From an optimization exercise on the open Yosys and OpenROAD flow, aimed at low power; shortcuts taken in it are not production practice. Only simulation tests tie the RTL to the original design; equivalence was not proved.

File: design/flow/flow/run.sh
#!/bin/bash
# The standard layout, with clock tree synthesis told not to add dummy loads
# (the loads only balance the tree, and each one draws clock power).
set -euo pipefail
export CTS_ARGS="-sink_clustering_enable -repair_clock_nets -dont_use_dummy_load -buf_list {sky130_fd_sc_hd__clkbuf_4 sky130_fd_sc_hd__clkbuf_8}"
bash standard.sh > standard.log 2>&1
File: design/flow/standard.sh
#!/bin/bash
# synth_recipe.tcl (not shown) runs the flow's synth.tcl, then flattens the netlist and writes it again
# the make line also repeats each setting of config.mk as NAME=value (left out here)
make -C /OpenROAD-flow-scripts/flow DESIGN_CONFIG=/design/flow/config.mk WORK_HOME=/design/flow/orfs CLKGATE_MAP_FILE= SYNTH_SCRIPT=/design/flow/synth_recipe.tcl "${@:-finish}"
File: design/flow/config.mk
export PLATFORM = sky130hd
export DESIGN_NAME = pipeline_md5
export DESIGN_NICKNAME = pipeline_md5
export VERILOG_FILES = /design/flow/design.v
export SDC_FILE = /design/flow/constraint.sdc
export NUM_CORES = 8
export LEC_CHECK = 0
export CAP_MARGIN = 20
export CORE_MARGIN = 2
export CORE_UTILIZATION = 40
export CTS_BUF_LIST = sky130_fd_sc_hd__clkbuf_4 sky130_fd_sc_hd__clkbuf_8
export SLEW_MARGIN = 20
File: design/flow/constraint.sdc
create_clock -name core_clock -period 9.0 [get_ports {clk}]
set_input_delay 1.8000 -clock core_clock [delete_from_list [all_inputs] [get_ports {clk}]]
set_output_delay 1.8000 -clock core_clock [all_outputs]
set_load 0.01 [all_outputs]
File: design/flow/design.v
module pipeline_md5(
    input clk,
    input [63:0] num,
    output reg [127:0] answer,
    output reg [63:0] currnum
    );
function [31:0] add_bk(input [31:0] a, input [31:0] b);
  reg [31:0] G, P, p0; integer i, s;
  begin
    p0 = a ^ b; G = a & b; P = p0;
    for (s = 1; s < 32; s = s * 2)
      for (i = 2 * s - 1; i < 32; i = i + 2 * s) begin
        G[i] = G[i] | (P[i] & G[i - s]); P[i] = P[i] & P[i - s];
      end
    for (s = 8; s >= 1; s = s / 2)
      for (i = 3 * s - 1; i < 32; i = i + 2 * s) begin
        G[i] = G[i] | (P[i] & G[i - s]); P[i] = P[i] & P[i - s];
      end
    add_bk = p0 ^ {G[30:0], 1'b0};
  end
endfunction
function [31:0] add_rc(input [31:0] a, input [31:0] b);
  reg c; integer i; reg [31:0] y;
  begin
    c = 1'b0;
    for (i = 0; i < 32; i = i + 1) begin
      y[i] = a[i] ^ b[i] ^ c;
      c = (a[i] & b[i]) | (a[i] & c) | (b[i] & c);
    end
    add_rc = y;
  end
endfunction
function [31:0] add3_bk(input [31:0] a, input [31:0] b, input [31:0] k);
  begin
    add3_bk = add_bk(a ^ b ^ k, {(a[30:0] & b[30:0]) | (a[30:0] & k[30:0]) | (b[30:0] & k[30:0]), 1'b0});
  end
endfunction
function [31:0] add3_ks(input [31:0] a, input [31:0] b, input [31:0] k);
  begin
    add3_ks = a + b + k;
  end
endfunction
function [31:0] add_sk(input [31:0] a, input [31:0] b);
  reg [31:0] G, P, p0; integer i, l, j;
  begin
    p0 = a ^ b; G = a & b; P = p0;
    for (l = 0; l < 5; l = l + 1)
      for (i = 0; i < 32; i = i + 1)
        if ((i >> l) & 1) begin
          j = ((i >> l) << l) - 1;
          G[i] = G[i] | (P[i] & G[j]); P[i] = P[i] & P[j];
        end
    add_sk = p0 ^ {G[30:0], 1'b0};
  end
endfunction
function [31:0] add_hc(input [31:0] a, input [31:0] b);
  reg [31:0] G, P, p0; integer i, s;
  begin
    p0 = a ^ b; G = a & b; P = p0;
    for (s = 1; s < 32; s = s * 2)
      for (i = 31; i >= 1; i = i - 1)
        if ((i & 1) && i - s >= 0) begin
          G[i] = G[i] | (P[i] & G[i - s]); P[i] = P[i] & P[i - s];
        end
    for (i = 2; i < 32; i = i + 2) begin
      G[i] = G[i] | (P[i] & G[i - 1]); P[i] = P[i] & P[i - 1];
    end
    add_hc = p0 ^ {G[30:0], 1'b0};
  end
endfunction
function [31:0] add_pr(input [31:0] a, input [31:0] b);
  reg [31:0] p, g; reg [32:0] c; integer i;
  begin
    p = a ^ b; g = a & b; c[0] = 1'b0;
    for (i = 0; i < 32; i = i + 1) c[i + 1] = g[i] | (p[i] & c[i]);
    add_pr = p ^ c[31:0];
  end
endfunction
reg [31:0] b0;
reg [31:0] u0;
reg [63:0] n0;
reg [31:0] b1;
reg [31:0] c1;
reg [31:0] u1;
reg [63:0] n1;
reg [31:0] b2;
reg [31:0] c2;
reg [31:0] d2;
reg [31:0] u2;
reg [63:0] n2;
reg [31:0] b3;
reg [31:0] c3;
reg [31:0] d3;
reg [31:0] u3;
reg [63:0] n3;
reg [31:0] b4;
reg [31:0] c4;
reg [31:0] d4;
reg [31:0] u4;
reg [63:0] n4;
reg [31:0] b5;
reg [31:0] c5;
reg [31:0] d5;
reg [31:0] u5;
reg [63:0] n5;
reg [31:0] b6;
reg [31:0] c6;
reg [31:0] d6;
reg [31:0] u6;
reg [63:0] n6;
reg [31:0] b7;
reg [31:0] c7;
reg [31:0] d7;
reg [31:0] u7;
reg [63:0] n7;
reg [31:0] b8;
reg [31:0] c8;
reg [31:0] d8;
reg [31:0] u8;
reg [63:0] n8;
reg [31:0] b9;
reg [31:0] c9;
reg [31:0] d9;
reg [31:0] u9;
reg [63:0] n9;
reg [31:0] b10;
reg [31:0] c10;
reg [31:0] d10;
reg [31:0] u10;
reg [63:0] n10;
reg [31:0] b11;
reg [31:0] c11;
reg [31:0] d11;
reg [31:0] u11;
reg [63:0] n11;
reg [31:0] b12;
reg [31:0] c12;
reg [31:0] d12;
reg [31:0] u12;
reg [63:0] n12;
reg [31:0] b13;
reg [31:0] c13;
reg [31:0] d13;
reg [31:0] u13;
reg [63:0] n13;
reg [31:0] b14;
reg [31:0] c14;
reg [31:0] d14;
reg [31:0] u14;
reg [63:0] n14;
reg [31:0] b15;
reg [31:0] c15;
reg [31:0] d15;
reg [31:0] u15;
reg [63:0] n15;
reg [31:0] b16;
reg [31:0] c16;
reg [31:0] d16;
reg [31:0] u16;
reg [63:0] n16;
reg [31:0] b17;
reg [31:0] c17;
reg [31:0] d17;
reg [31:0] u17;
reg [63:0] n17;
reg [31:0] b18;
reg [31:0] c18;
reg [31:0] d18;
reg [31:0] u18;
reg [63:0] n18;
reg [31:0] b19;
reg [31:0] c19;
reg [31:0] d19;
reg [31:0] u19;
reg [63:0] n19;
reg [31:0] b20;
reg [31:0] c20;
reg [31:0] d20;
reg [31:0] u20;
reg [63:0] n20;
reg [31:0] b21;
reg [31:0] c21;
reg [31:0] d21;
reg [31:0] u21;
reg [63:0] n21;
reg [31:0] b22;
reg [31:0] c22;
reg [31:0] d22;
reg [31:0] u22;
reg [63:0] n22;
reg [31:0] b23;
reg [31:0] c23;
reg [31:0] d23;
reg [31:0] u23;
reg [63:0] n23;
reg [31:0] b24;
reg [31:0] c24;
reg [31:0] d24;
reg [31:0] u24;
reg [63:0] n24;
reg [31:0] b25;
reg [31:0] c25;
reg [31:0] d25;
reg [31:0] u25;
reg [63:0] n25;
reg [31:0] b26;
reg [31:0] c26;
reg [31:0] d26;
reg [31:0] u26;
reg [63:0] n26;
reg [31:0] b27;
reg [31:0] c27;
reg [31:0] d27;
reg [31:0] u27;
reg [63:0] n27;
reg [31:0] b28;
reg [31:0] c28;
reg [31:0] d28;
reg [31:0] u28;
reg [63:0] n28;
reg [31:0] b29;
reg [31:0] c29;
reg [31:0] d29;
reg [31:0] u29;
reg [63:0] n29;
reg [31:0] b30;
reg [31:0] c30;
reg [31:0] d30;
reg [31:0] u30;
reg [63:0] n30;
reg [31:0] b31;
reg [31:0] c31;
reg [31:0] x31;
reg [31:0] u31;
reg [63:0] n31;
reg [31:0] b32;
reg [31:0] c32;
reg [31:0] x32;
reg [31:0] u32;
reg [63:0] n32;
reg [31:0] b33;
reg [31:0] c33;
reg [31:0] x33;
reg [31:0] u33;
reg [63:0] n33;
reg [31:0] b34;
reg [31:0] c34;
reg [31:0] x34;
reg [31:0] u34;
reg [63:0] n34;
reg [31:0] b35;
reg [31:0] c35;
reg [31:0] x35;
reg [31:0] u35;
reg [63:0] n35;
reg [31:0] b36;
reg [31:0] c36;
reg [31:0] x36;
reg [31:0] u36;
reg [63:0] n36;
reg [31:0] b37;
reg [31:0] c37;
reg [31:0] x37;
reg [31:0] u37;
reg [63:0] n37;
reg [31:0] b38;
reg [31:0] c38;
reg [31:0] x38;
reg [31:0] u38;
reg [63:0] n38;
reg [31:0] b39;
reg [31:0] c39;
reg [31:0] x39;
reg [31:0] u39;
reg [63:0] n39;
reg [31:0] b40;
reg [31:0] c40;
reg [31:0] x40;
reg [31:0] u40;
reg [63:0] n40;
reg [31:0] b41;
reg [31:0] c41;
reg [31:0] x41;
reg [31:0] u41;
reg [63:0] n41;
reg [31:0] b42;
reg [31:0] c42;
reg [31:0] x42;
reg [31:0] u42;
reg [63:0] n42;
reg [31:0] b43;
reg [31:0] c43;
reg [31:0] x43;
reg [31:0] u43;
reg [63:0] n43;
reg [31:0] b44;
reg [31:0] c44;
reg [31:0] x44;
reg [31:0] u44;
reg [63:0] n44;
reg [31:0] b45;
reg [31:0] c45;
reg [31:0] x45;
reg [31:0] u45;
reg [63:0] n45;
reg [31:0] b46;
reg [31:0] c46;
reg [31:0] x46;
reg [31:0] u46;
reg [63:0] n46;
reg [31:0] b47;
reg [31:0] c47;
reg [31:0] z47;
reg [31:0] u47;
reg [63:0] n47;
reg [31:0] b48;
reg [31:0] c48;
reg [31:0] z48;
reg [31:0] u48;
reg [63:0] n48;
reg [31:0] b49;
reg [31:0] c49;
reg [31:0] z49;
reg [31:0] u49;
reg [63:0] n49;
reg [31:0] b50;
reg [31:0] c50;
reg [31:0] z50;
reg [31:0] u50;
reg [63:0] n50;
reg [31:0] b51;
reg [31:0] c51;
reg [31:0] z51;
reg [31:0] u51;
reg [63:0] n51;
reg [31:0] b52;
reg [31:0] c52;
reg [31:0] z52;
reg [31:0] u52;
reg [63:0] n52;
reg [31:0] b53;
reg [31:0] c53;
reg [31:0] z53;
reg [31:0] u53;
reg [63:0] n53;
reg [31:0] b54;
reg [31:0] c54;
reg [31:0] z54;
reg [31:0] u54;
reg [63:0] n54;
reg [31:0] b55;
reg [31:0] c55;
reg [31:0] z55;
reg [31:0] u55;
reg [63:0] n55;
reg [31:0] b56;
reg [31:0] c56;
reg [31:0] z56;
reg [31:0] u56;
reg [63:0] n56;
reg [31:0] b57;
reg [31:0] c57;
reg [31:0] z57;
reg [31:0] u57;
reg [63:0] n57;
reg [31:0] b58;
reg [31:0] c58;
reg [31:0] z58;
reg [31:0] u58;
reg [63:0] n58;
reg [31:0] b59;
reg [31:0] c59;
reg [31:0] z59;
reg [31:0] u59;
reg [63:0] n59;
reg [31:0] b60;
reg [31:0] c60;
reg [31:0] z60;
reg [31:0] u60;
reg [63:0] n60;
reg [31:0] b61;
reg [31:0] c61;
reg [31:0] z61;
reg [31:0] u61;
reg [63:0] n61;
reg [31:0] b62;
reg [31:0] c62;
reg [31:0] z62;
reg [31:0] u62;
reg [63:0] n62;
wire [31:0] t0 = add_bk({num[39:32], num[47:40], num[55:48], num[63:56]}, 32'hd76aa477);
wire [31:0] y0 = add_bk(32'hefcdab89, {t0[24:0], t0[31:25]});
always @(posedge clk) begin
  b0 <= y0;
  u0 <= add3_bk(32'h10325476, {num[7:0], num[15:8], num[23:16], num[31:24]}, 32'he8c7b756);
  n0 <= num;
end
wire [31:0] f1 = ((b0 & 32'hefcdab89) | (~b0 & 32'h98badcfe));
wire [31:0] t1 = add_bk(u0, f1);
wire [31:0] y1 = add_bk(b0, {t1[19:0], t1[31:20]});
always @(posedge clk) begin
  b1 <= y1;
  c1 <= b0;
  u1 <= add_rc(32'h98badcfe, 32'h2420715b);
  n1 <= n0;
end
wire [31:0] f2 = ((b1 & c1) | (~b1 & 32'hefcdab89));
wire [31:0] t2 = add_bk(u1, f2);
wire [31:0] y2 = add_bk(b1, {t2[14:0], t2[31:15]});
always @(posedge clk) begin
  b2 <= y2;
  c2 <= b1;
  d2 <= c1;
  u2 <= add_rc(32'hefcdab89, 32'hc1bdceee);
  n2 <= n1;
end
wire [31:0] f3 = ((b2 & c2) | (~b2 & d2));
wire [31:0] t3 = add_bk(u2, f3);
wire [31:0] y3 = add_bk(b2, {t3[9:0], t3[31:10]});
always @(posedge clk) begin
  b3 <= y3;
  c3 <= b2;
  d3 <= c2;
  u3 <= add_rc(d2, 32'hf57c0faf);
  n3 <= n2;
end
wire [31:0] f4 = ((b3 & c3) | (~b3 & d3));
wire [31:0] t4 = add_bk(u3, f4);
wire [31:0] y4 = add_bk(b3, {t4[24:0], t4[31:25]});
always @(posedge clk) begin
  b4 <= y4;
  c4 <= b3;
  d4 <= c3;
  u4 <= add_rc(d3, 32'h4787c62a);
  n4 <= n3;
end
wire [31:0] f5 = ((b4 & c4) | (~b4 & d4));
wire [31:0] t5 = add_bk(u4, f5);
wire [31:0] y5 = add_bk(b4, {t5[19:0], t5[31:20]});
always @(posedge clk) begin
  b5 <= y5;
  c5 <= b4;
  d5 <= c4;
  u5 <= add_rc(d4, 32'ha8304613);
  n5 <= n4;
end
wire [31:0] f6 = ((b5 & c5) | (~b5 & d5));
wire [31:0] t6 = add_bk(u5, f6);
wire [31:0] y6 = add_bk(b5, {t6[14:0], t6[31:15]});
always @(posedge clk) begin
  b6 <= y6;
  c6 <= b5;
  d6 <= c5;
  u6 <= add_rc(d5, 32'hfd469501);
  n6 <= n5;
end
wire [31:0] f7 = ((b6 & c6) | (~b6 & d6));
wire [31:0] t7 = add_bk(u6, f7);
wire [31:0] y7 = add_bk(b6, {t7[9:0], t7[31:10]});
always @(posedge clk) begin
  b7 <= y7;
  c7 <= b6;
  d7 <= c6;
  u7 <= add_rc(d6, 32'h698098d8);
  n7 <= n6;
end
wire [31:0] f8 = ((b7 & c7) | (~b7 & d7));
wire [31:0] t8 = add_bk(u7, f8);
wire [31:0] y8 = add_bk(b7, {t8[24:0], t8[31:25]});
always @(posedge clk) begin
  b8 <= y8;
  c8 <= b7;
  d8 <= c7;
  u8 <= add_rc(d7, 32'h8b44f7af);
  n8 <= n7;
end
wire [31:0] f9 = ((b8 & c8) | (~b8 & d8));
wire [31:0] t9 = add_bk(u8, f9);
wire [31:0] y9 = add_bk(b8, {t9[19:0], t9[31:20]});
always @(posedge clk) begin
  b9 <= y9;
  c9 <= b8;
  d9 <= c8;
  u9 <= add_rc(d8, 32'hffff5bb1);
  n9 <= n8;
end
wire [31:0] f10 = ((b9 & c9) | (~b9 & d9));
wire [31:0] t10 = add_bk(u9, f10);
wire [31:0] y10 = add_bk(b9, {t10[14:0], t10[31:15]});
always @(posedge clk) begin
  b10 <= y10;
  c10 <= b9;
  d10 <= c9;
  u10 <= add_rc(d9, 32'h895cd7be);
  n10 <= n9;
end
wire [31:0] f11 = ((b10 & c10) | (~b10 & d10));
wire [31:0] t11 = add_bk(u10, f11);
wire [31:0] y11 = add_bk(b10, {t11[9:0], t11[31:10]});
always @(posedge clk) begin
  b11 <= y11;
  c11 <= b10;
  d11 <= c10;
  u11 <= add_rc(d10, 32'h6b901122);
  n11 <= n10;
end
wire [31:0] f12 = ((b11 & c11) | (~b11 & d11));
wire [31:0] t12 = add_bk(u11, f12);
wire [31:0] y12 = add_bk(b11, {t12[24:0], t12[31:25]});
always @(posedge clk) begin
  b12 <= y12;
  c12 <= b11;
  d12 <= c11;
  u12 <= add_rc(d11, 32'hfd987193);
  n12 <= n11;
end
wire [31:0] f13 = ((b12 & c12) | (~b12 & d12));
wire [31:0] t13 = add_bk(u12, f13);
wire [31:0] y13 = add_bk(b12, {t13[19:0], t13[31:20]});
always @(posedge clk) begin
  b13 <= y13;
  c13 <= b12;
  d13 <= c12;
  u13 <= add_rc(d12, 32'ha67943ce);
  n13 <= n12;
end
wire [31:0] f14 = ((b13 & c13) | (~b13 & d13));
wire [31:0] t14 = add_bk(u13, f14);
wire [31:0] y14 = add_bk(b13, {t14[14:0], t14[31:15]});
always @(posedge clk) begin
  b14 <= y14;
  c14 <= b13;
  d14 <= c13;
  u14 <= add_rc(d13, 32'h49b40821);
  n14 <= n13;
end
wire [31:0] f15 = ((b14 & c14) | (~b14 & d14));
wire [31:0] t15 = add_bk(u14, f15);
wire [31:0] y15 = add_bk(b14, {t15[9:0], t15[31:10]});
always @(posedge clk) begin
  b15 <= y15;
  c15 <= b14;
  d15 <= c14;
  u15 <= add3_bk(d14, {n14[7:0], n14[15:8], n14[23:16], n14[31:24]}, 32'hf61e2562);
  n15 <= n14;
end
wire [31:0] f16 = ((d15 & b15) | (~d15 & c15));
wire [31:0] t16 = add_bk(u15, f16);
wire [31:0] y16 = add_bk(b15, {t16[26:0], t16[31:27]});
always @(posedge clk) begin
  b16 <= y16;
  c16 <= b15;
  d16 <= c15;
  u16 <= add_rc(d15, 32'hc040b340);
  n16 <= n15;
end
wire [31:0] f17 = ((d16 & b16) | (~d16 & c16));
wire [31:0] t17 = add_bk(u16, f17);
wire [31:0] y17 = add_bk(b16, {t17[22:0], t17[31:23]});
always @(posedge clk) begin
  b17 <= y17;
  c17 <= b16;
  d17 <= c16;
  u17 <= add_rc(d16, 32'h265e5a51);
  n17 <= n16;
end
wire [31:0] f18 = ((d17 & b17) | (~d17 & c17));
wire [31:0] t18 = add_bk(u17, f18);
wire [31:0] y18 = add_bk(b17, {t18[17:0], t18[31:18]});
always @(posedge clk) begin
  b18 <= y18;
  c18 <= b17;
  d18 <= c17;
  u18 <= add3_bk(d17, {n17[39:32], n17[47:40], n17[55:48], n17[63:56]}, 32'he9b6c7aa);
  n18 <= n17;
end
wire [31:0] f19 = ((d18 & b18) | (~d18 & c18));
wire [31:0] t19 = add_bk(u18, f19);
wire [31:0] y19 = add_bk(b18, {t19[11:0], t19[31:12]});
always @(posedge clk) begin
  b19 <= y19;
  c19 <= b18;
  d19 <= c18;
  u19 <= add_rc(d18, 32'hd62f105d);
  n19 <= n18;
end
wire [31:0] f20 = ((d19 & b19) | (~d19 & c19));
wire [31:0] t20 = add_bk(u19, f20);
wire [31:0] y20 = add_bk(b19, {t20[26:0], t20[31:27]});
always @(posedge clk) begin
  b20 <= y20;
  c20 <= b19;
  d20 <= c19;
  u20 <= add_rc(d19, 32'h02441453);
  n20 <= n19;
end
wire [31:0] f21 = ((d20 & b20) | (~d20 & c20));
wire [31:0] t21 = add_bk(u20, f21);
wire [31:0] y21 = add_bk(b20, {t21[22:0], t21[31:23]});
always @(posedge clk) begin
  b21 <= y21;
  c21 <= b20;
  d21 <= c20;
  u21 <= add_rc(d20, 32'hd8a1e681);
  n21 <= n20;
end
wire [31:0] f22 = ((d21 & b21) | (~d21 & c21));
wire [31:0] t22 = add_bk(u21, f22);
wire [31:0] y22 = add_bk(b21, {t22[17:0], t22[31:18]});
always @(posedge clk) begin
  b22 <= y22;
  c22 <= b21;
  d22 <= c21;
  u22 <= add_rc(d21, 32'he7d3fbc8);
  n22 <= n21;
end
wire [31:0] f23 = ((d22 & b22) | (~d22 & c22));
wire [31:0] t23 = add_bk(u22, f23);
wire [31:0] y23 = add_bk(b22, {t23[11:0], t23[31:12]});
always @(posedge clk) begin
  b23 <= y23;
  c23 <= b22;
  d23 <= c22;
  u23 <= add_rc(d22, 32'h21e1cde6);
  n23 <= n22;
end
wire [31:0] f24 = ((d23 & b23) | (~d23 & c23));
wire [31:0] t24 = add_bk(u23, f24);
wire [31:0] y24 = add_bk(b23, {t24[26:0], t24[31:27]});
always @(posedge clk) begin
  b24 <= y24;
  c24 <= b23;
  d24 <= c23;
  u24 <= add_rc(d23, 32'hc3370816);
  n24 <= n23;
end
wire [31:0] f25 = ((d24 & b24) | (~d24 & c24));
wire [31:0] t25 = add_bk(u24, f25);
wire [31:0] y25 = add_bk(b24, {t25[22:0], t25[31:23]});
always @(posedge clk) begin
  b25 <= y25;
  c25 <= b24;
  d25 <= c24;
  u25 <= add_rc(d24, 32'hf4d50d87);
  n25 <= n24;
end
wire [31:0] f26 = ((d25 & b25) | (~d25 & c25));
wire [31:0] t26 = add_bk(u25, f26);
wire [31:0] y26 = add_bk(b25, {t26[17:0], t26[31:18]});
always @(posedge clk) begin
  b26 <= y26;
  c26 <= b25;
  d26 <= c25;
  u26 <= add_rc(d25, 32'h455a14ed);
  n26 <= n25;
end
wire [31:0] f27 = ((d26 & b26) | (~d26 & c26));
wire [31:0] t27 = add_bk(u26, f27);
wire [31:0] y27 = add_bk(b26, {t27[11:0], t27[31:12]});
always @(posedge clk) begin
  b27 <= y27;
  c27 <= b26;
  d27 <= c26;
  u27 <= add_rc(d26, 32'ha9e3e905);
  n27 <= n26;
end
wire [31:0] f28 = ((d27 & b27) | (~d27 & c27));
wire [31:0] t28 = add_bk(u27, f28);
wire [31:0] y28 = add_bk(b27, {t28[26:0], t28[31:27]});
always @(posedge clk) begin
  b28 <= y28;
  c28 <= b27;
  d28 <= c27;
  u28 <= add_rc(d27, 32'hfcefa478);
  n28 <= n27;
end
wire [31:0] f29 = ((d28 & b28) | (~d28 & c28));
wire [31:0] t29 = add_bk(u28, f29);
wire [31:0] y29 = add_bk(b28, {t29[22:0], t29[31:23]});
always @(posedge clk) begin
  b29 <= y29;
  c29 <= b28;
  d29 <= c28;
  u29 <= add_rc(d28, 32'h676f02d9);
  n29 <= n28;
end
wire [31:0] f30 = ((d29 & b29) | (~d29 & c29));
wire [31:0] t30 = add_bk(u29, f30);
wire [31:0] y30 = add_bk(b29, {t30[17:0], t30[31:18]});
always @(posedge clk) begin
  b30 <= y30;
  c30 <= b29;
  d30 <= c29;
  u30 <= add_rc(d29, 32'h8d2a4c8a);
  n30 <= n29;
end
wire [31:0] f31 = ((d30 & b30) | (~d30 & c30));
wire [31:0] t31 = add_bk(u30, f31);
wire [31:0] y31 = add_bk(b30, {t31[11:0], t31[31:12]});
always @(posedge clk) begin
  b31 <= y31;
  c31 <= b30;
  x31 <= b30 ^ c30;
  u31 <= add_rc(d30, 32'hfffa3942);
  n31 <= n30;
end
wire [31:0] dd32 = x31 ^ c31;
wire [31:0] f32 = (b31 ^ x31);
wire [31:0] t32 = add_bk(u31, f32);
wire [31:0] y32 = add_bk(b31, {t32[27:0], t32[31:28]});
always @(posedge clk) begin
  b32 <= y32;
  c32 <= b31;
  x32 <= b31 ^ c31;
  u32 <= add_rc(dd32, 32'h8771f681);
  n32 <= n31;
end
wire [31:0] dd33 = x32 ^ c32;
wire [31:0] f33 = (b32 ^ x32);
wire [31:0] t33 = add_bk(u32, f33);
wire [31:0] y33 = add_bk(b32, {t33[20:0], t33[31:21]});
always @(posedge clk) begin
  b33 <= y33;
  c33 <= b32;
  x33 <= b32 ^ c32;
  u33 <= add_rc(dd33, 32'h6d9d6122);
  n33 <= n32;
end
wire [31:0] dd34 = x33 ^ c33;
wire [31:0] f34 = (b33 ^ x33);
wire [31:0] t34 = add_bk(u33, f34);
wire [31:0] y34 = add_bk(b33, {t34[15:0], t34[31:16]});
always @(posedge clk) begin
  b34 <= y34;
  c34 <= b33;
  x34 <= b33 ^ c33;
  u34 <= add_rc(dd34, 32'hfde5384c);
  n34 <= n33;
end
wire [31:0] dd35 = x34 ^ c34;
wire [31:0] f35 = (b34 ^ x34);
wire [31:0] t35 = add_bk(u34, f35);
wire [31:0] y35 = add_bk(b34, {t35[8:0], t35[31:9]});
always @(posedge clk) begin
  b35 <= y35;
  c35 <= b34;
  x35 <= b34 ^ c34;
  u35 <= add3_bk(dd35, {n34[7:0], n34[15:8], n34[23:16], n34[31:24]}, 32'ha4beea44);
  n35 <= n34;
end
wire [31:0] dd36 = x35 ^ c35;
wire [31:0] f36 = (b35 ^ x35);
wire [31:0] t36 = add_bk(u35, f36);
wire [31:0] y36 = add_bk(b35, {t36[27:0], t36[31:28]});
always @(posedge clk) begin
  b36 <= y36;
  c36 <= b35;
  x36 <= b35 ^ c35;
  u36 <= add_rc(dd36, 32'h4bdecfa9);
  n36 <= n35;
end
wire [31:0] dd37 = x36 ^ c36;
wire [31:0] f37 = (b36 ^ x36);
wire [31:0] t37 = add_bk(u36, f37);
wire [31:0] y37 = add_bk(b36, {t37[20:0], t37[31:21]});
always @(posedge clk) begin
  b37 <= y37;
  c37 <= b36;
  x37 <= b36 ^ c36;
  u37 <= add_rc(dd37, 32'hf6bb4b60);
  n37 <= n36;
end
wire [31:0] dd38 = x37 ^ c37;
wire [31:0] f38 = (b37 ^ x37);
wire [31:0] t38 = add_bk(u37, f38);
wire [31:0] y38 = add_bk(b37, {t38[15:0], t38[31:16]});
always @(posedge clk) begin
  b38 <= y38;
  c38 <= b37;
  x38 <= b37 ^ c37;
  u38 <= add_rc(dd38, 32'hbebfbc70);
  n38 <= n37;
end
wire [31:0] dd39 = x38 ^ c38;
wire [31:0] f39 = (b38 ^ x38);
wire [31:0] t39 = add_bk(u38, f39);
wire [31:0] y39 = add_bk(b38, {t39[8:0], t39[31:9]});
always @(posedge clk) begin
  b39 <= y39;
  c39 <= b38;
  x39 <= b38 ^ c38;
  u39 <= add_rc(dd39, 32'h289b7ec6);
  n39 <= n38;
end
wire [31:0] dd40 = x39 ^ c39;
wire [31:0] f40 = (b39 ^ x39);
wire [31:0] t40 = add_bk(u39, f40);
wire [31:0] y40 = add_bk(b39, {t40[27:0], t40[31:28]});
always @(posedge clk) begin
  b40 <= y40;
  c40 <= b39;
  x40 <= b39 ^ c39;
  u40 <= add3_bk(dd40, {n39[39:32], n39[47:40], n39[55:48], n39[63:56]}, 32'heaa127fa);
  n40 <= n39;
end
wire [31:0] dd41 = x40 ^ c40;
wire [31:0] f41 = (b40 ^ x40);
wire [31:0] t41 = add_bk(u40, f41);
wire [31:0] y41 = add_bk(b40, {t41[20:0], t41[31:21]});
always @(posedge clk) begin
  b41 <= y41;
  c41 <= b40;
  x41 <= b40 ^ c40;
  u41 <= add_rc(dd41, 32'hd4ef3085);
  n41 <= n40;
end
wire [31:0] dd42 = x41 ^ c41;
wire [31:0] f42 = (b41 ^ x41);
wire [31:0] t42 = add_bk(u41, f42);
wire [31:0] y42 = add_bk(b41, {t42[15:0], t42[31:16]});
always @(posedge clk) begin
  b42 <= y42;
  c42 <= b41;
  x42 <= b41 ^ c41;
  u42 <= add_rc(dd42, 32'h04881d05);
  n42 <= n41;
end
wire [31:0] dd43 = x42 ^ c42;
wire [31:0] f43 = (b42 ^ x42);
wire [31:0] t43 = add_bk(u42, f43);
wire [31:0] y43 = add_bk(b42, {t43[8:0], t43[31:9]});
always @(posedge clk) begin
  b43 <= y43;
  c43 <= b42;
  x43 <= b42 ^ c42;
  u43 <= add_rc(dd43, 32'hd9d4d039);
  n43 <= n42;
end
wire [31:0] dd44 = x43 ^ c43;
wire [31:0] f44 = (b43 ^ x43);
wire [31:0] t44 = add_bk(u43, f44);
wire [31:0] y44 = add_bk(b43, {t44[27:0], t44[31:28]});
always @(posedge clk) begin
  b44 <= y44;
  c44 <= b43;
  x44 <= b43 ^ c43;
  u44 <= add_rc(dd44, 32'he6db99e5);
  n44 <= n43;
end
wire [31:0] dd45 = x44 ^ c44;
wire [31:0] f45 = (b44 ^ x44);
wire [31:0] t45 = add_bk(u44, f45);
wire [31:0] y45 = add_bk(b44, {t45[20:0], t45[31:21]});
always @(posedge clk) begin
  b45 <= y45;
  c45 <= b44;
  x45 <= b44 ^ c44;
  u45 <= add_rc(dd45, 32'h1fa27cf8);
  n45 <= n44;
end
wire [31:0] dd46 = x45 ^ c45;
wire [31:0] f46 = (b45 ^ x45);
wire [31:0] t46 = add_bk(u45, f46);
wire [31:0] y46 = add_bk(b45, {t46[15:0], t46[31:16]});
always @(posedge clk) begin
  b46 <= y46;
  c46 <= b45;
  x46 <= b45 ^ c45;
  u46 <= add_rc(dd46, 32'hc4ac56e5);
  n46 <= n45;
end
wire [31:0] dd47 = x46 ^ c46;
wire [31:0] f47 = (b46 ^ x46);
wire [31:0] t47 = add_bk(u46, f47);
wire [31:0] y47 = add_bk(b46, {t47[8:0], t47[31:9]});
always @(posedge clk) begin
  b47 <= y47;
  c47 <= b46;
  z47 <= ~(b46 ^ c46);
  u47 <= add3_bk(dd47, {n46[39:32], n46[47:40], n46[55:48], n46[63:56]}, 32'hf4292244);
  n47 <= n46;
end
wire [31:0] dd48 = ~(z47 ^ c47);
wire [31:0] f48 = ((b47 & ~c47) | (~b47 & z47));
wire [31:0] t48 = add_bk(u47, f48);
wire [31:0] y48 = add_bk(b47, {t48[25:0], t48[31:26]});
always @(posedge clk) begin
  b48 <= y48;
  c48 <= b47;
  z48 <= ~(b47 ^ c47);
  u48 <= add_rc(dd48, 32'h432aff97);
  n48 <= n47;
end
wire [31:0] dd49 = ~(z48 ^ c48);
wire [31:0] f49 = ((b48 & ~c48) | (~b48 & z48));
wire [31:0] t49 = add_bk(u48, f49);
wire [31:0] y49 = add_bk(b48, {t49[21:0], t49[31:22]});
always @(posedge clk) begin
  b49 <= y49;
  c49 <= b48;
  z49 <= ~(b48 ^ c48);
  u49 <= add_rc(dd49, 32'hab9423e7);
  n49 <= n48;
end
wire [31:0] dd50 = ~(z49 ^ c49);
wire [31:0] f50 = ((b49 & ~c49) | (~b49 & z49));
wire [31:0] t50 = add_bk(u49, f50);
wire [31:0] y50 = add_bk(b49, {t50[16:0], t50[31:17]});
always @(posedge clk) begin
  b50 <= y50;
  c50 <= b49;
  z50 <= ~(b49 ^ c49);
  u50 <= add_rc(dd50, 32'hfc93a039);
  n50 <= n49;
end
wire [31:0] dd51 = ~(z50 ^ c50);
wire [31:0] f51 = ((b50 & ~c50) | (~b50 & z50));
wire [31:0] t51 = add_bk(u50, f51);
wire [31:0] y51 = add_bk(b50, {t51[10:0], t51[31:11]});
always @(posedge clk) begin
  b51 <= y51;
  c51 <= b50;
  z51 <= ~(b50 ^ c50);
  u51 <= add_rc(dd51, 32'h655b59c3);
  n51 <= n50;
end
wire [31:0] dd52 = ~(z51 ^ c51);
wire [31:0] f52 = ((b51 & ~c51) | (~b51 & z51));
wire [31:0] t52 = add_bk(u51, f52);
wire [31:0] y52 = add_bk(b51, {t52[25:0], t52[31:26]});
always @(posedge clk) begin
  b52 <= y52;
  c52 <= b51;
  z52 <= ~(b51 ^ c51);
  u52 <= add_rc(dd52, 32'h8f0ccc92);
  n52 <= n51;
end
wire [31:0] dd53 = ~(z52 ^ c52);
wire [31:0] f53 = ((b52 & ~c52) | (~b52 & z52));
wire [31:0] t53 = add_bk(u52, f53);
wire [31:0] y53 = add_bk(b52, {t53[21:0], t53[31:22]});
always @(posedge clk) begin
  b53 <= y53;
  c53 <= b52;
  z53 <= ~(b52 ^ c52);
  u53 <= add_rc(dd53, 32'hffeff47d);
  n53 <= n52;
end
wire [31:0] dd54 = ~(z53 ^ c53);
wire [31:0] f54 = ((b53 & ~c53) | (~b53 & z53));
wire [31:0] t54 = add_bk(u53, f54);
wire [31:0] y54 = add_bk(b53, {t54[16:0], t54[31:17]});
always @(posedge clk) begin
  b54 <= y54;
  c54 <= b53;
  z54 <= ~(b53 ^ c53);
  u54 <= add3_bk(dd54, {n53[7:0], n53[15:8], n53[23:16], n53[31:24]}, 32'h85845dd1);
  n54 <= n53;
end
wire [31:0] dd55 = ~(z54 ^ c54);
wire [31:0] f55 = ((b54 & ~c54) | (~b54 & z54));
wire [31:0] t55 = add_bk(u54, f55);
wire [31:0] y55 = add_bk(b54, {t55[10:0], t55[31:11]});
always @(posedge clk) begin
  b55 <= y55;
  c55 <= b54;
  z55 <= ~(b54 ^ c54);
  u55 <= add_rc(dd55, 32'h6fa87e4f);
  n55 <= n54;
end
wire [31:0] dd56 = ~(z55 ^ c55);
wire [31:0] f56 = ((b55 & ~c55) | (~b55 & z55));
wire [31:0] t56 = add_bk(u55, f56);
wire [31:0] y56 = add_bk(b55, {t56[25:0], t56[31:26]});
always @(posedge clk) begin
  b56 <= y56;
  c56 <= b55;
  z56 <= ~(b55 ^ c55);
  u56 <= add_rc(dd56, 32'hfe2ce6e0);
  n56 <= n55;
end
wire [31:0] dd57 = ~(z56 ^ c56);
wire [31:0] f57 = ((b56 & ~c56) | (~b56 & z56));
wire [31:0] t57 = add_bk(u56, f57);
wire [31:0] y57 = add_bk(b56, {t57[21:0], t57[31:22]});
always @(posedge clk) begin
  b57 <= y57;
  c57 <= b56;
  z57 <= ~(b56 ^ c56);
  u57 <= add_rc(dd57, 32'ha3014314);
  n57 <= n56;
end
wire [31:0] dd58 = ~(z57 ^ c57);
wire [31:0] f58 = ((b57 & ~c57) | (~b57 & z57));
wire [31:0] t58 = add_bk(u57, f58);
wire [31:0] y58 = add_bk(b57, {t58[16:0], t58[31:17]});
always @(posedge clk) begin
  b58 <= y58;
  c58 <= b57;
  z58 <= ~(b57 ^ c57);
  u58 <= add_rc(dd58, 32'h4e0811a1);
  n58 <= n57;
end
wire [31:0] dd59 = ~(z58 ^ c58);
wire [31:0] f59 = ((b58 & ~c58) | (~b58 & z58));
wire [31:0] t59 = add_bk(u58, f59);
wire [31:0] y59 = add_bk(b58, {t59[10:0], t59[31:11]});
always @(posedge clk) begin
  b59 <= y59;
  c59 <= b58;
  z59 <= ~(b58 ^ c58);
  u59 <= add_rc(dd59, 32'hf7537e82);
  n59 <= n58;
end
wire [31:0] dd60 = ~(z59 ^ c59);
wire [31:0] f60 = ((b59 & ~c59) | (~b59 & z59));
wire [31:0] t60 = add_bk(u59, f60);
wire [31:0] y60 = add_bk(b59, {t60[25:0], t60[31:26]});
always @(posedge clk) begin
  b60 <= y60;
  c60 <= b59;
  z60 <= ~(b59 ^ c59);
  u60 <= add_rc(dd60, 32'hbd3af235);
  n60 <= n59;
end
wire [31:0] dd61 = ~(z60 ^ c60);
wire [31:0] f61 = ((b60 & ~c60) | (~b60 & z60));
wire [31:0] t61 = add_bk(u60, f61);
wire [31:0] y61 = add_bk(b60, {t61[21:0], t61[31:22]});
always @(posedge clk) begin
  b61 <= y61;
  c61 <= b60;
  z61 <= ~(b60 ^ c60);
  u61 <= add_rc(dd61, 32'h2ad7d33b);
  n61 <= n60;
end
wire [31:0] dd62 = ~(z61 ^ c61);
wire [31:0] f62 = ((b61 & ~c61) | (~b61 & z61));
wire [31:0] t62 = add_bk(u61, f62);
wire [31:0] y62 = add_bk(b61, {t62[16:0], t62[31:17]});
always @(posedge clk) begin
  b62 <= y62;
  c62 <= b61;
  z62 <= ~(b61 ^ c61);
  u62 <= add_rc(dd62, 32'heb86d391);
  n62 <= n61;
end
wire [31:0] dd63 = ~(z62 ^ c62);
wire [31:0] f63 = ((b62 & ~c62) | (~b62 & z62));
wire [31:0] t63 = add_bk(u62, f63);
wire [31:0] y63 = add3_bk(b62, {t63[10:0], t63[31:11]}, 32'hefcdab89);
wire [31:0] fa = add_rc(dd63, 32'h67452301);
wire [31:0] fc = add_rc(b62, 32'h98badcfe);
wire [31:0] fd = add_rc(c62, 32'h10325476);
always @(posedge clk) begin
  answer <= {fa[7:0], fa[15:8], fa[23:16], fa[31:24],
             y63[7:0], y63[15:8], y63[23:16], y63[31:24],
             fc[7:0], fc[15:8], fc[23:16], fc[31:24],
             fd[7:0], fd[15:8], fd[23:16], fd[31:24]};
  currnum <= n62;
end
endmodule
==> impl_metrics.ini, run 1 <==
[logic_synthesis]
yosys_warnings = 1
synth_seq_area_share_pct = 50.0
synth_ff_type = dfxtp_1
ys_types = 85
syn_inst = 41700
synth_common_cells = 12,100 x dfxtp_1, 6,872 x inv_1, 5,729 x ha_1
netlist_area_sq_um = 486000
ys_ff_latch = 12100
yosys-top-cells-area = dfxtp_1 50%, ha_1 15%, fa_1 8.6%, inv_1 5.3%, xnor2_1 4.6%
yosysMostFrequentCell = dfxtp_1
async_flop_share_pct = 0
synth_largest_area_cell = dfxtp_1
syn_nets = 49600
syn_area_per_cell_sq_um = 11.6
synth_edf_count = 0
netlist.area_leader.share_pct = 50.0

[die]
fp-row-count = 404
die-area_sq_um = 1220000
core_sq_um = 1210000
ios = 257
die_x_um = 1110
dieHeight_um = 1110
start_util_pct = 40.1

[cts]
cts_hold_buffers = 0
clkSlewWorstSetupHoldPaths_ns = 0.06
cts_root_buffer = clkbuf_8
clk_latency_ns = 1.56
cts_made_buffers = 1981
ctsHtreeMaxLevel = 7
clock_sinks = 12100
cts_setup_buffers = 0
cts-resized-gates = 0
clockBufferDepth = 6
cts_tree = yes

[setup_path]
crit_path_frequent_cell = inv_1
r2r_setup_slack_ns = 1.23
rr_worst_depth = 24
r2r-end = b7[30]$_DFF_P_
required_ns = 10.42
critical_path_class = flip-flop to flip-flop
reg2reg_from = b6[6]$_DFF_P_
cp_max_fo = 4
start_kind = flip-flop
end_kind = flip-flop
path_cells = inv_1 > a21boi_0 > inv_1 > ha_1 > a211o_1 > o311ai_1 > nand4_1 > a311oi_1 > o21bai_1 > a21oi_1 > o21a_1 > fa_1 > xnor2_1 > xnor2_1 > ha_1 > a21o_1 > a21o_1 > or3_1 > o221a_1 > o41a_1 > a31oi_1 > o21a_1 > fa_1 > inv_1
slowest_delay_ns = 0.80
arrival_ns = 9.19
cp_slowest_cell = a21boi_0

[detailed_routing]
dr.pass1.iters = 6
vias = 290000
ant_nets = 0
drt_wl_total_um = 1480000
routedWlPerCell_um = 24.6
vias_per_cell = 4.82
drc_errors = 0
drt_iter0_drc = 14800

[sta]
rsz0062_at_grt = false
min_period_ns = 7.77
tns_ns = 0
slew_headroom_pct = 25.5
fin_skew_ns = 0.174
worstMarginPinSlew_ns = 1.11
finalCritPeriodShare_pct = 86.3
setup_viol = 0
fin_hold_ws_ns = 0.249
max_clock_freq_mhz = 129
maxSlewViolCount = 0
hold_viol_final = 0

[status]
outcome = finished clean

[grt]
overflow = 0
grt_pass1_vias = 311000
grt_max_degree = 22
antenna_found_initial = 130
grt_pass1_wl_um = 2110000
grt.total_usage_pct = 23.8

[final_layout]
regMostFlops = answer
syn_to_final_growth_pct = 10.4
stdcell_count = 60100
fillers = 113000
stdcell_area_sq_um = 536000
drive_gt1_share_pct = 5.96
largest_reg_flops = 128
final_nets = 51800

[run]
max_cap_viol_count = 0

[placement]
place_area_sq_um = 508000
dpl.cell_count = 58000
io_buffers = 256
gp_congestion = 0.960
dp_hpwl_um = 1260000

[hold_path]
min_to = n20[47]$_DFF_P_
min-delay-start = n19[47]$_DFF_P_
worst_hold_path_type = flip-flop to flip-flop
min_path_cells = 0
[layer usage]
metal	up-vias	GRT usage [%]	part of all wire (%)
met3	3366	3.11	3.8
met5	-	0	0.013
met4	28	14.8	7.3
met2	7404	44.0	51
li1	138000	-	-
met1	140000	25.8	38
[logic make-up (layout without fill, tap and decap cells)]
logic type               after synthesis  in the layout  share of synthesized area, %
flip-flops                         12100          12100                          50.0
multiplexers                         880            880                          1.94
other                                  0             74                             0
XOR/XNOR                            4778           4778                          8.62
adder cells (fa/ha/maj)             7810           7810                          23.3
buffers and inverters               6882           9144                          5.32
AO/OA/AOI/OAI                       5238           5238                          6.99
AND/OR/NAND/NOR                     3979           3979                          3.80
[worst max-delay path: cells and delay by family, from the launching register on]
family / cells / cell delay (ns)
flops: 1 / 0.38
compound gates: 13 / 4.72
xor+xnor: 2 / 0.42
fa+ha+maj: 4 / 1.20
simple gates: 2 / 0.69
buf+inv: 3 / 0.28
[cell usage in the layout, fill, tap and decap left out, drive strengths merged, types with 189 or more instances in the layout]
cell type and instances:
dfxtp 12100, xnor2 2539, clkdlybuf4s50 256, nand2 1231, clkbuf 1981, nor3 388, inv 6882, mux2 472
fa 2081, mux2i 408, o21bai 189, nand3 261, o21ai 777, a21oi 1886, ha 5729, o21a 313
a21o 917, xor2 2239, nor2b 232, nor2 1132
[metrics by stage]
step / worst slack, ns / util [%]
finish: 1.23 / 44.3
floorplan: 2.93 / -
global placement: 1.49 / 42.0
global route: 0.832 / 44.3
CTS: 1.35 / 44.3
detailed placement: 1.42 / 42.0
[worst max-delay path by stage]
stage	cells past startpoint	end	startpoint	slack, ns
after CTS	24	b7[30]$_DFF_P_	b6[6]$_DFF_P_	1.35
after detailed placement	24	b7[30]$_DFF_P_	b6[6]$_DFF_P_	1.42
final	24	b7[30]$_DFF_P_	b6[6]$_DFF_P_	1.23
after global routing	24	b7[30]$_DFF_P_	b6[6]$_DFF_P_	0.83
after floorplan	52	u61[31]$_DFF_P_	c60[0]$_DFF_P_	2.93
after global placement	24	b7[30]$_DFF_P_	b6[6]$_DFF_P_	1.49
[layout make-up]
cell class / instances / area (sq um) / area share (%)
diodes: 74 / 185 / 0.0346
clock buffers: 1981 / 27300 / 5.09
inverters: 6882 / 25800 / 4.82
multi-input cells: 22700 / 217000 / 40.5
flip-flops and latches: 12100 / 243000 / 45.3
well taps: 16000 / 20100 / 3.74
repair buffers: 281 / 2750 / 0.513
==> inputs of run 2 (changes only) <==
==> design/flow/run.sh (new file) <==
#!/bin/bash
# synth_recipe.tcl (not shown) runs the flow's synth.tcl, then flattens the netlist and writes it again
# the make line also repeats each setting of config.mk as NAME=value (left out here)
make -C /OpenROAD-flow-scripts/flow DESIGN_CONFIG=/design/flow/config.mk WORK_HOME=/design/flow/orfs CLKGATE_MAP_FILE= SYNTH_SCRIPT=/design/flow/synth_recipe.tcl finish
removed: design/flow/flow/run.sh
removed: design/flow/standard.sh
==> impl_metrics.ini, run 2 <==
[setup_path]
cp_slowest_cell = a21boi_0
r2r-end = b7[30]$_DFF_P_
crit_start = b6[6]$_DFF_P_
crit_end = b7[30]$_DFF_P_
crit_path_frequent_cell = inv_1
reg2reg_from = b6[6]$_DFF_P_
start_kind = flip-flop
path_cells = inv_1 > a21boi_0 > inv_1 > ha_1 > a211o_1 > o311ai_1 > nand4_1 > a311oi_1 > o21bai_1 > a21oi_1 > o21a_1 > fa_1 > xnor2_1 > xnor2_1 > ha_1 > a21o_1 > a21o_1 > or3_1 > o221a_1 > o41a_1 > a31oi_1 > o21a_1 > fa_1 > inv_1
critPathBufInv = 3
r2r_setup_slack_ns = 1.13
slowest_delay_ns = 0.85
end_kind = flip-flop
required_ns = 10.46
cp_max_fo = 4
cpLargestDelayFamily = compound AO/OA/AOI/OAI gates
cp.depth = 24
rr_worst_depth = 24
critical_path_class = flip-flop to flip-flop
arrival_ns = 9.33

[cts]
cts_tree = yes
cts-resized-gates = 0
clk_latency_ns = 1.57
cts_hold_buffers = 0
cts_made_buffers = 1981
clockBufferDepth = 6
cts_setup_buffers = 0
cts_root_buffer = clkbuf_8
clock_sinks = 12100
clkSlewWorstSetupHoldPaths_ns = 0.06
ctsHtreeMaxLevel = 7

[final_layout]
drive_gt1_share_pct = 9.13
largest_reg_flops = 128
multi_input_area_sq_um = 217000
syn_to_final_growth_pct = 13.8
mostFrequentLayoutCell = dfxtp_1
stdcell_count = 61600
final_nets = 51800
regMostFlops = answer
fillers = 112000
seq_area_sq_um = 243000
final_cell_mix = 12,100 x dfxtp_1, 6,872 x inv_1, 5,729 x ha_1

[die]
ios = 257
die-area_sq_um = 1220000
core_sq_um = 1210000
dieHeight_um = 1110
die_x_um = 1110
fp-row-count = 404
start_util_pct = 40.1

[sta]
finalCritPeriodShare_pct = 87.5
hold_viol_final = 0
fin_skew_ns = 0.144
min_period_ns = 7.87
worst_slack_ns = 1.13
tns_ns = 0
slew_headroom_pct = 20.9
rsz0062_at_grt = false
worstMarginPinSlew_ns = 1.18
setup_viol = 0
max_clock_freq_mhz = 127
maxSlewViolCount = 0

[logic_synthesis]
netlist_area_sq_um = 486000
yosys-top-cells-area = dfxtp_1 50%, ha_1 15%, fa_1 8.6%, inv_1 5.3%, xnor2_1 4.6%
synth_ff_type = dfxtp_1
async_flop_share_pct = 0
syn_nets = 49600
syn_area_per_cell_sq_um = 11.6
synth_seq_area_share_pct = 50.0
synth_largest_area_cell = dfxtp_1
synth_edf_count = 0
ys_ff_latch = 12100
synth_common_cells = 12,100 x dfxtp_1, 6,872 x inv_1, 5,729 x ha_1
yosys_warnings = 1
yosysMostFrequentCell = dfxtp_1
netlist.area_leader.share_pct = 50.0
ys_types = 85
syn_inst = 41700

[placement]
gp_congestion = 0.960
io_buffers = 256
dp_hpwl_um = 1260000
dp_slack_ns = 1.42
dpl.cell_count = 58000

[grt]
antenna_found_initial = 130
grt_max_degree = 22
grt_pass1_wl_um = 2130000
grt_pass1_vias = 313000
overflow = 0
grt.total_usage_pct = 23.9

[detailed_routing]
dr.pass1.iters = 7
drt_iter0_drc = 15000
vias = 293000
drt_wl_total_um = 1490000
vias_per_cell = 4.75
routedWlPerCell_um = 24.2
ant_nets = 0
drc_errors = 0

[hold_path]
min_path_cells = 0
worst_hold_path_type = flip-flop to flip-flop

[run]
max_cap_viol_count = 0

[status]
outcome = finished clean
==> run 2: layout make-up <==
cell class	count	share of cell area, %
Antenna cell	74	0.0335
Clock buffer	3015	6.95
Clock inverter	501	1.02
Inverter	6882	4.67
Multi-Input combinational cell	22700	39.3
Sequential cell	12100	43.9
Tap cell	16000	3.63
Timing Repair Buffer	281	0.497
==> run 2: worst min path at each step <==
stage / from / end / slack, ns
CTS: n53[53]$_DFF_P_ / n54[53]$_DFF_P_ / 0.25
global placement: n11[24]$_DFF_P_ / n12[24]$_DFF_P_ / 0.31
finish: n25[38]$_DFF_P_ / n26[38]$_DFF_P_ / 0.26
global route: n7[49]$_DFF_P_ / n8[49]$_DFF_P_ / 0.23
detailed placement: n62[13]$_DFF_P_ / currnum[13]$_DFF_P_ / 0.31
floorplan: n62[0]$_DFF_P_ / currnum[0]$_DFF_P_ / 0.31
==> run 2: cell families (layout without fill, tap and decap cells) <==
| kind of cell | after synthesis | count (layout) | share of synthesized area [%] |
|---|---|---|---|
| xor gates and xnor gates | 4778 | 4778 | 8.62 |
| muxes | 880 | 880 | 1.94 |
| adders and majority gates | 7810 | 7810 | 23.3 |
| buffers and inverters | 6882 | 10700 | 5.32 |
| AOI/OAI and AO/OA | 5238 | 5238 | 6.99 |
| other | 0 | 74 | 0 |
| DFF | 12100 | 12100 | 50.0 |
| and+or+nand+nor | 3979 | 3979 | 3.80 |
==> run 2: stage by stage <==
stage	hold WS, ns	instance area [sq um]	utilization [%]
final	0.259	553000	45.7
after global routing	0.231	553000	45.7
after CTS	0.246	552000	45.7
after detailed placement	0.312	508000	42.0
after global placement	0.310	508000	42.0
after floorplan	0.310	486000	-
==> run 2: metal layers <==
metal / track usage (%) / share of wire [%]
met1: 25.9 / 38
met2: 44.1 / 51
met3: 3.18 / 3.9
met4: 14.9 / 7.3
met5: 0 / 0.016

## afterwards: timing with drivers on the ports
In the flow no input, the clock included, has a driving cell. The finished layouts below were timed again as built, in two steps. Step 1 sets driving cells, clkbuf_16 on the clock port and buf_2 on the other inputs (assumed; they add their load-dependent delay and slew). Step 2 moves the port delays by t, midway between the first and last clock arrival at a register: inputs arrive t later, outputs are due t later. That takes back most of the time a late clock gives input paths. a / b / c = ideal ports / drivers / drivers and shift; a / b = the first two.
run | t, ns | setup WS [ns] | hold WS [ns]
run 1 | 1.643 | 1.233 / 1.233 / 1.233 | 0.249 / 0.249 / 0.249
run 2 | 1.670 | 1.127 / 1.127 / 1.127 | 0.259 / 0.259 / 0.259
After both steps setup and hold are still met in every run listed.
